From an optimization exercise on the open Yosys and OpenROAD flow, aimed at small area, a short achievable clock period and few clock cycles per item; shortcuts taken in it are not production practice.
RTL that was checked went through simulation tests only; none was proved equivalent to the original.
No activity file was given, so power comes from the tool's default toggle rates.

==> flow/design.v <==
`timescale 1ns / 1ps
module udp_parser_top(
    input clock,
    input reset,
    input out_tready,
    output in_tready,
    input [255:0] in_tdata,
    input in_tvalid,
    input in_tlast,
    output reg out_tvalid,
    output [255:0] out_tdata
    );
    function [31:0] pick;
        input [31:0] a, b;
        input use_b_ok, is_min;
        begin
            pick = (use_b_ok & ((b > a) ^ is_min)) ? b : a;
        end
    endfunction
    localparam HDR = 2'd0, OPC = 2'd1, DAT = 2'd2;
    reg [1:0] state;
    reg       rdy;
    assign in_tready = rdy;
    wire fire = in_tvalid & rdy;
    reg [255:0] d1;
    reg v1, f1, l1;
    always @(posedge clock) begin
        d1 <= in_tdata;
        if (reset) begin
            state <= HDR;
            v1 <= 0; f1 <= 0; l1 <= 0;
        end else begin
            v1 <= fire & (state != HDR);
            f1 <= fire & (state == OPC);
            l1 <= fire & (state == DAT) & in_tlast;
            if (fire) begin
                case (state)
                    HDR: state <= OPC;
                    OPC: state <= DAT;
                    default: if (in_tlast) state <= HDR;
                endcase
            end
        end
    end
    reg m_sum, m_max, m_min;         
    wire [15:0] opc = d1[175:160];
    wire s_min = f1 ? (opc == 16'd2) : m_min;
    always @(posedge clock)
        if (f1) begin
            m_sum <= (opc == 16'd0);
            m_max <= (opc == 16'd1);
            m_min <= (opc == 16'd2);
        end
    wire mid = ~f1 & ~l1;
    wire [31:0] x0 = d1[0 +: 32], x1 = d1[32 +: 32], x2 = d1[64 +: 32], x3 = d1[96 +: 32];
    wire [31:0] x4 = d1[128 +: 32], x5 = d1[160 +: 32], x6 = d1[192 +: 32], x7 = d1[224 +: 32];
    wire [31:0] p0 = pick(x0, x4, ~l1, s_min);
    wire [31:0] p1 = pick(x1, x5, mid, s_min);
    wire [31:0] p2 = pick(x2, x6, mid, s_min);
    wire [31:0] p3 = pick(x3, x7, mid, s_min);
    reg [31:0] q0, q1, bsum;
    reg v2, f2, l2;
    always @(posedge clock) begin
        q0 <= pick(p0, p2, 1'b1, s_min);
        q1 <= pick(p1, p3, 1'b1, s_min);
        bsum <= x0 + x1 + x2 + x3 + (x4 & {32{~l1}})
              + ((x5 & {32{mid}}) + (x6 & {32{mid}}) + (x7 & {32{mid}}));
        if (reset) begin
            v2 <= 0; f2 <= 0; l2 <= 0;
        end else begin
            v2 <= v1; f2 <= f1; l2 <= v1 & l1;
        end
    end
    wire [31:0] bm = pick(q0, q1, 1'b1, m_min);
    reg  [31:0] acc;
    reg         done;                
    wire [31:0] acc_sum = (f2 ? 32'd0 : acc) + bsum;
    wire [31:0] acc_mm  = f2 ? bm : pick(acc, bm, 1'b1, m_min);
    wire [31:0] acc_nxt = m_sum ? acc_sum : (m_max | m_min) ? acc_mm : 32'd0;
    always @(posedge clock)
        if (v2) acc <= acc_nxt;
    reg  [31:0] obuf;
    reg  [1:0]  owed;                
    wire slot = ~out_tvalid | out_tready;
    wire xfer = done & slot;
    wire take = out_tvalid & out_tready;
    wire last_in = fire & (state == DAT) & in_tlast;
    wire [1:0] owed_nxt = owed + {1'b0, last_in} - {1'b0, take};
    assign out_tdata = {224'd0, obuf};
    always @(posedge clock) begin
        if (slot) obuf <= acc;
        if (reset) begin
            done <= 0;
            out_tvalid <= 0;
            owed <= 0;
            rdy <= 1;
        end else begin
            done <= l2 | (done & ~xfer);
            if (slot) out_tvalid <= done;
            owed <= owed_nxt;
            rdy <= ~owed_nxt[1];
        end
    end
endmodule
clock: 28.0 ns
lec_check: 0
cap_margin: 40
core_margin: 2
core_utilization: 40
slew_margin: 40
run.sh (not shown) runs the stock make flow with config.mk's settings and CLKGATE_MAP_FILE= SYNTH_SCRIPT=/design/flow/synth_recipe.tcl, a recipe that flattens the netlist after the stock synthesis.
The first run completed with no timing, DRC or antenna violations.
Edit:
==> flow/design.v (replaced) <==
`timescale 1ns / 1ps
module udp_parser_top(
    input clock,
    input reset,
    input out_tready,
    output in_tready,
    input [255:0] in_tdata,
    input in_tvalid,
    input in_tlast,
    output reg out_tvalid,
    output [255:0] out_tdata
    );
    localparam HDR = 2'd0, OPC = 2'd1, DAT = 2'd2;
    reg [1:0] state;
    reg       rdy;
    assign in_tready = rdy;
    wire fire = in_tvalid & rdy;
    reg [255:0] d1;
    reg v1, f1, l1;
    always @(posedge clock) begin
        d1 <= in_tdata;
        if (reset) begin
            state <= HDR;
            v1 <= 0; f1 <= 0; l1 <= 0;
        end else begin
            v1 <= fire & (state != HDR);
            f1 <= fire & (state == OPC);
            l1 <= fire & (state == DAT) & in_tlast;
            if (fire) begin
                case (state)
                    HDR: state <= OPC;
                    OPC: state <= DAT;
                    default: if (in_tlast) state <= HDR;
                endcase
            end
        end
    end
    reg m_sum, m_max, m_min;         
    wire [15:0] opc = d1[175:160];
    wire s_sum = f1 ? (opc == 16'd0) : m_sum;
    wire s_max = f1 ? (opc == 16'd1) : m_max;
    wire s_min = f1 ? (opc == 16'd2) : m_min;
    always @(posedge clock)
        if (f1) begin
            m_sum <= (opc == 16'd0);
            m_max <= (opc == 16'd1);
            m_min <= (opc == 16'd2);
        end
    wire mid = ~f1 & ~l1;
    wire [31:0] x0 = d1[0 +: 32], x1 = d1[32 +: 32], x2 = d1[64 +: 32], x3 = d1[96 +: 32];
    wire [31:0] x4 = d1[128 +: 32], x5 = d1[160 +: 32], x6 = d1[192 +: 32], x7 = d1[224 +: 32];
    wire [31:0] bsum = x0 + x1 + x2 + x3 + (x4 & {32{~l1}})
                     + ((x5 & {32{mid}}) + (x6 & {32{mid}}) + (x7 & {32{mid}}));
    function [31:0] pick;
        input [31:0] a, b;
        input use_b_ok, is_min;
        begin
            pick = (use_b_ok & ((b > a) ^ is_min)) ? b : a;
        end
    endfunction
    wire [31:0] p0 = pick(x0, x4, ~l1, s_min);
    wire [31:0] p1 = pick(x1, x5, mid, s_min);
    wire [31:0] p2 = pick(x2, x6, mid, s_min);
    wire [31:0] p3 = pick(x3, x7, mid, s_min);
    wire [31:0] q0 = pick(p0, p2, 1'b1, s_min);
    wire [31:0] q1 = pick(p1, p3, 1'b1, s_min);
    wire [31:0] bm = pick(q0, q1, 1'b1, s_min);
    reg  [31:0] acc;
    reg         done;                
    wire [31:0] acc_sum = (f1 ? 32'd0 : acc) + bsum;
    wire [31:0] acc_mm  = f1 ? bm : pick(acc, bm, 1'b1, s_min);
    wire [31:0] acc_nxt = s_sum ? acc_sum : (s_max | s_min) ? acc_mm : 32'd0;
    always @(posedge clock)
        if (v1) acc <= acc_nxt;
    reg  [31:0] obuf;
    reg  [1:0]  owed;                
    wire slot = ~out_tvalid | out_tready;
    wire xfer = done & slot;
    wire take = out_tvalid & out_tready;
    wire last_in = fire & (state == DAT) & in_tlast;
    wire [1:0] owed_nxt = owed + {1'b0, last_in} - {1'b0, take};
    assign out_tdata = {224'd0, obuf};
    always @(posedge clock) begin
        if (slot) obuf <= acc;
        if (reset) begin
            done <= 0;
            out_tvalid <= 0;
            owed <= 0;
            rdy <= 1;
        end else begin
            done <= (v1 & l1) | (done & ~xfer);
            if (slot) out_tvalid <= done;
            owed <= owed_nxt;
            rdy <= ~owed_nxt[1];
        end
    end
endmodule
Worst setup slack degrades by 6.4 ns.
Count of clock-buffer cells in the layout falls by 16.
Area after synthesis falls by roughly a tenth.
Total power falls slightly.
Clock skew falls by 0.012 ns.
First-iteration DRC count falls by about a fifth.
Via count falls by a few percent.
Die area falls by roughly a tenth.
Final cell count falls by roughly a tenth.
Hold slack improves by 0.039 ns.
Sequential power falls by a quarter to a third.
Function was not checked in any run of this note: the RTL went through the layout flow alone.

Setup of job 101:
Another version of the RTL of udp_parser_top (not shown whole).
Size: ~2800 cells after synthesis, ~440 flip-flops, about 520 I/O pins, roughly 0.028 mm2 of cells after synthesis.
==> module udp_parser_top, before the edit <==
module udp_parser_top(
    input clock,
    input reset,
    input out_tready,
    output in_tready,
    input [255:0] in_tdata,
    input in_tvalid,
    input in_tlast,
    output reg out_tvalid,
    output [255:0] out_tdata
    );
    function [31:0] pick;
        input [31:0] a, b;
        input use_b_ok, is_min;
        begin
            pick = (use_b_ok & ((b > a) ^ is_min)) ? b : a;
        end
    endfunction
    localparam HDR = 2'd0, OPC = 2'd1, DAT = 2'd2;
    reg [1:0] state;
    reg       rdy;
    assign in_tready = rdy;
    wire fire = in_tvalid & rdy;
    reg [255:0] d1;
    reg v1, f1, l1;
    reg op0, op1, op2;               
    always @(posedge clock) begin
        op0 <= (in_tdata[175:160] == 16'd0);
        op1 <= (in_tdata[175:160] == 16'd1);
        op2 <= (in_tdata[175:160] == 16'd2);
        d1 <= in_tdata;
        if (reset) begin
            state <= HDR;
            v1 <= 0; f1 <= 0; l1 <= 0;
        end else begin
            v1 <= fire & (state != HDR);
            f1 <= fire & (state == OPC);
            l1 <= fire & (state == DAT) & in_tlast;
            if (fire) begin
                case (state)
                    HDR: state <= OPC;
                    OPC: state <= DAT;
                    default: if (in_tlast) state <= HDR;
                endcase
            end
        end
    end
    reg m_sum, m_max, m_min;         
    wire s_min = f1 ? op2 : m_min;
    always @(posedge clock)
        if (f1) begin
            m_sum <= op0;
            m_max <= op1;
            m_min <= op2;
        end
    wire mid = ~f1 & ~l1;
    wire [31:0] x0 = d1[0 +: 32], x1 = d1[32 +: 32], x2 = d1[64 +: 32], x3 = d1[96 +: 32];
    wire [31:0] x4 = d1[128 +: 32], x5 = d1[160 +: 32], x6 = d1[192 +: 32], x7 = d1[224 +: 32];
    wire [31:0] p0 = pick(x0, x4, ~l1, s_min);
    wire [31:0] p1 = pick(x1, x5, mid, s_min);
    wire [31:0] p2 = pick(x2, x6, mid, s_min);
    wire [31:0] p3 = pick(x3, x7, mid, s_min);
    wire [31:0] t0 = x5 ^ x6 ^ x7;
    wire [31:0] t1 = {x5[30:0] & x6[30:0] | x5[30:0] & x7[30:0] | x6[30:0] & x7[30:0], 1'b0};
    wire [31:0] bsum_nxt = x0 + x1 + x2 + x3 + (x4 & {32{~l1}})
                         + (t0 & {32{mid}}) + (t1 & {32{mid}});
    reg [31:0] q0, q1, bsum;
    reg v2, f2, l2;
    always @(posedge clock) begin
        q0 <= pick(p0, p2, 1'b1, s_min);
        q1 <= pick(p1, p3, 1'b1, s_min);
        bsum <= bsum_nxt;
        if (reset) begin
            v2 <= 0; f2 <= 0; l2 <= 0;
        end else begin
            v2 <= v1; f2 <= f1; l2 <= v1 & l1;
        end
    end
    wire [31:0] bm = pick(q0, q1, 1'b1, m_min);
    reg  [31:0] acc;
    reg         done;                
    wire [31:0] acc_sum = (f2 ? 32'd0 : acc) + bsum;
    wire [31:0] acc_mm  = f2 ? bm : pick(acc, bm, 1'b1, m_min);
    wire [31:0] acc_nxt = m_sum ? acc_sum : (m_max | m_min) ? acc_mm : 32'd0;
    always @(posedge clock)
        if (v2) acc <= acc_nxt;
    reg  [31:0] obuf;
    reg  [1:0]  owed;                
    wire slot = ~out_tvalid | out_tready;
    wire xfer = done & slot;
    wire take = out_tvalid & out_tready;
    wire last_in = fire & (state == DAT) & in_tlast;
    wire [1:0] owed_nxt = owed + {1'b0, last_in} - {1'b0, take};
    assign out_tdata = {224'd0, obuf};
    always @(posedge clock) begin
        if (slot) obuf <= acc;
        if (reset) begin
            done <= 0;
            out_tvalid <= 0;
            owed <= 0;
            rdy <= 1;
        end else begin
            done <= l2 | (done & ~xfer);
            if (slot) out_tvalid <= done;
            owed <= owed_nxt;
            rdy <= ~owed_nxt[1];
        end
    end
endmodule
Settings: LEC_CHECK=0, CAP_MARGIN=40, CORE_MARGIN=2, CORE_UTILIZATION=40, SLEW_MARGIN=40; clock period 28.0 ns.
standard.sh (not shown) runs the stock make flow with config.mk's settings and CLKGATE_MAP_FILE= SYNTH_SCRIPT=/design/flow/synth_recipe.tcl, a recipe that flattens the netlist after the stock synthesis.
==> flow/flow/run.sh <==
#!/bin/bash
# The standard layout (standard.sh), with plain buffers (buf_2) on the
# ports in place of the delay-cell buffers that port buffering picks itself.
# The whole make output goes to standard.log; each ORFS step keeps its own
# log under orfs/logs/.
set -o pipefail
export BUFFER_PORTS_ARGS="-buffer_cell sky130_fd_sc_hd__buf_2"
bash standard.sh > standard.log 2>&1
#### Input delta (job 102 over job 101)
--- a/flow/design.v
+++ b/flow/design.v
@@ -24,13 +24,15 @@
     wire fire = in_tvalid & rdy;
     reg [255:0] d1;
     reg v1, f1, l1;
     reg op0, op1, op2;               
+    wire ok4 = ~((state == DAT) & in_tlast);
+    wire ok5 = (state == DAT) & ~in_tlast;
     always @(posedge clock) begin
         op0 <= (in_tdata[175:160] == 16'd0);
         op1 <= (in_tdata[175:160] == 16'd1);
         op2 <= (in_tdata[175:160] == 16'd2);
-        d1 <= in_tdata;
+        d1 <= {in_tdata[255:160] & {96{ok5}}, in_tdata[159:128] & {32{ok4}}, in_tdata[127:0]};
         if (reset) begin
             state <= HDR;
             v1 <= 0; f1 <= 0; l1 <= 0;
         end else begin
@@ -60,18 +62,14 @@
     wire [31:0] p0 = pick(x0, x4, ~l1, s_min);
     wire [31:0] p1 = pick(x1, x5, mid, s_min);
     wire [31:0] p2 = pick(x2, x6, mid, s_min);
     wire [31:0] p3 = pick(x3, x7, mid, s_min);
-    wire [31:0] t0 = x5 ^ x6 ^ x7;
-    wire [31:0] t1 = {x5[30:0] & x6[30:0] | x5[30:0] & x7[30:0] | x6[30:0] & x7[30:0], 1'b0};
-    wire [31:0] bsum_nxt = x0 + x1 + x2 + x3 + (x4 & {32{~l1}})
-                         + (t0 & {32{mid}}) + (t1 & {32{mid}});
     reg [31:0] q0, q1, bsum;
     reg v2, f2, l2;
     always @(posedge clock) begin
         q0 <= pick(p0, p2, 1'b1, s_min);
         q1 <= pick(p1, p3, 1'b1, s_min);
-        bsum <= bsum_nxt;
+        bsum <= ((x0 + x1) + (x2 + x3)) + ((x4 + x5) + (x6 + x7));
         if (reset) begin
             v2 <= 0; f2 <= 0; l2 <= 0;
         end else begin
             v2 <= v1; f2 <= f1; l2 <= v1 & l1;
==> comparison <==
- All of job 102 and job 101 finish clean.
- Die span in x: job 102 higher than job 101
- Fraction of final layout cells with drive strength greater than 1 (higher): job 101
- On post-route standard cell area excluding fillers, job 101 beats job 102.
- | sequential share of cell area | job 102 vs job 101 | 0.68 points lower |
- Per the comparison of job 102 with job 101, combinational share of power now smaller, number of stages on the worst setup path now smaller.
- Summary: setup slack, job 102 better than job 101
Testbench counts of job 102, summed over its fixed seeds: cycles 6,503, packets 512.
Only the layout flow was run in job 101; the RTL was not checked for function there.

afterwards: timing with drivers on the ports:
In the flow no input, the clock included, has a driving cell. The finished layouts below were timed again as built, in two steps. Step 1 (the two cells are an assumption about what drives the block):
set clk [get_ports {clock}]
set_driving_cell -lib_cell sky130_fd_sc_hd__clkbuf_16 $clk
set_driving_cell -lib_cell sky130_fd_sc_hd__buf_2 [delete_from_list [all_inputs] $clk]
Step 2 also shifts input and output timing later by t, the mid clock arrival at the registers, as if the neighbouring blocks saw the same clock. a / b / c = ideal ports / drivers / drivers and shift; a / b = the first two.
run	t, ns	setup WS [ns]	worst register clock-pin slew, ns	worst slew at a driven data input, ns
the first run of note 1	0.659	20.750 / 20.750 / 20.200	0.07 / 0.07	0.07
the second run of note 1	0.633	14.314 / 14.314 / 14.314	0.07 / 0.07	0.06
job 101	0.641	20.631 / 20.631 / 20.576	0.07 / 0.07	0.07
job 102	0.655	21.029 / 21.066 / 20.411	0.07 / 0.07	0.09
After both steps every run listed still meets setup and hold. For job 102, which loses most, drivers alone change the setup slack by +0.037 ns; drivers and shift together by -0.618 ns.
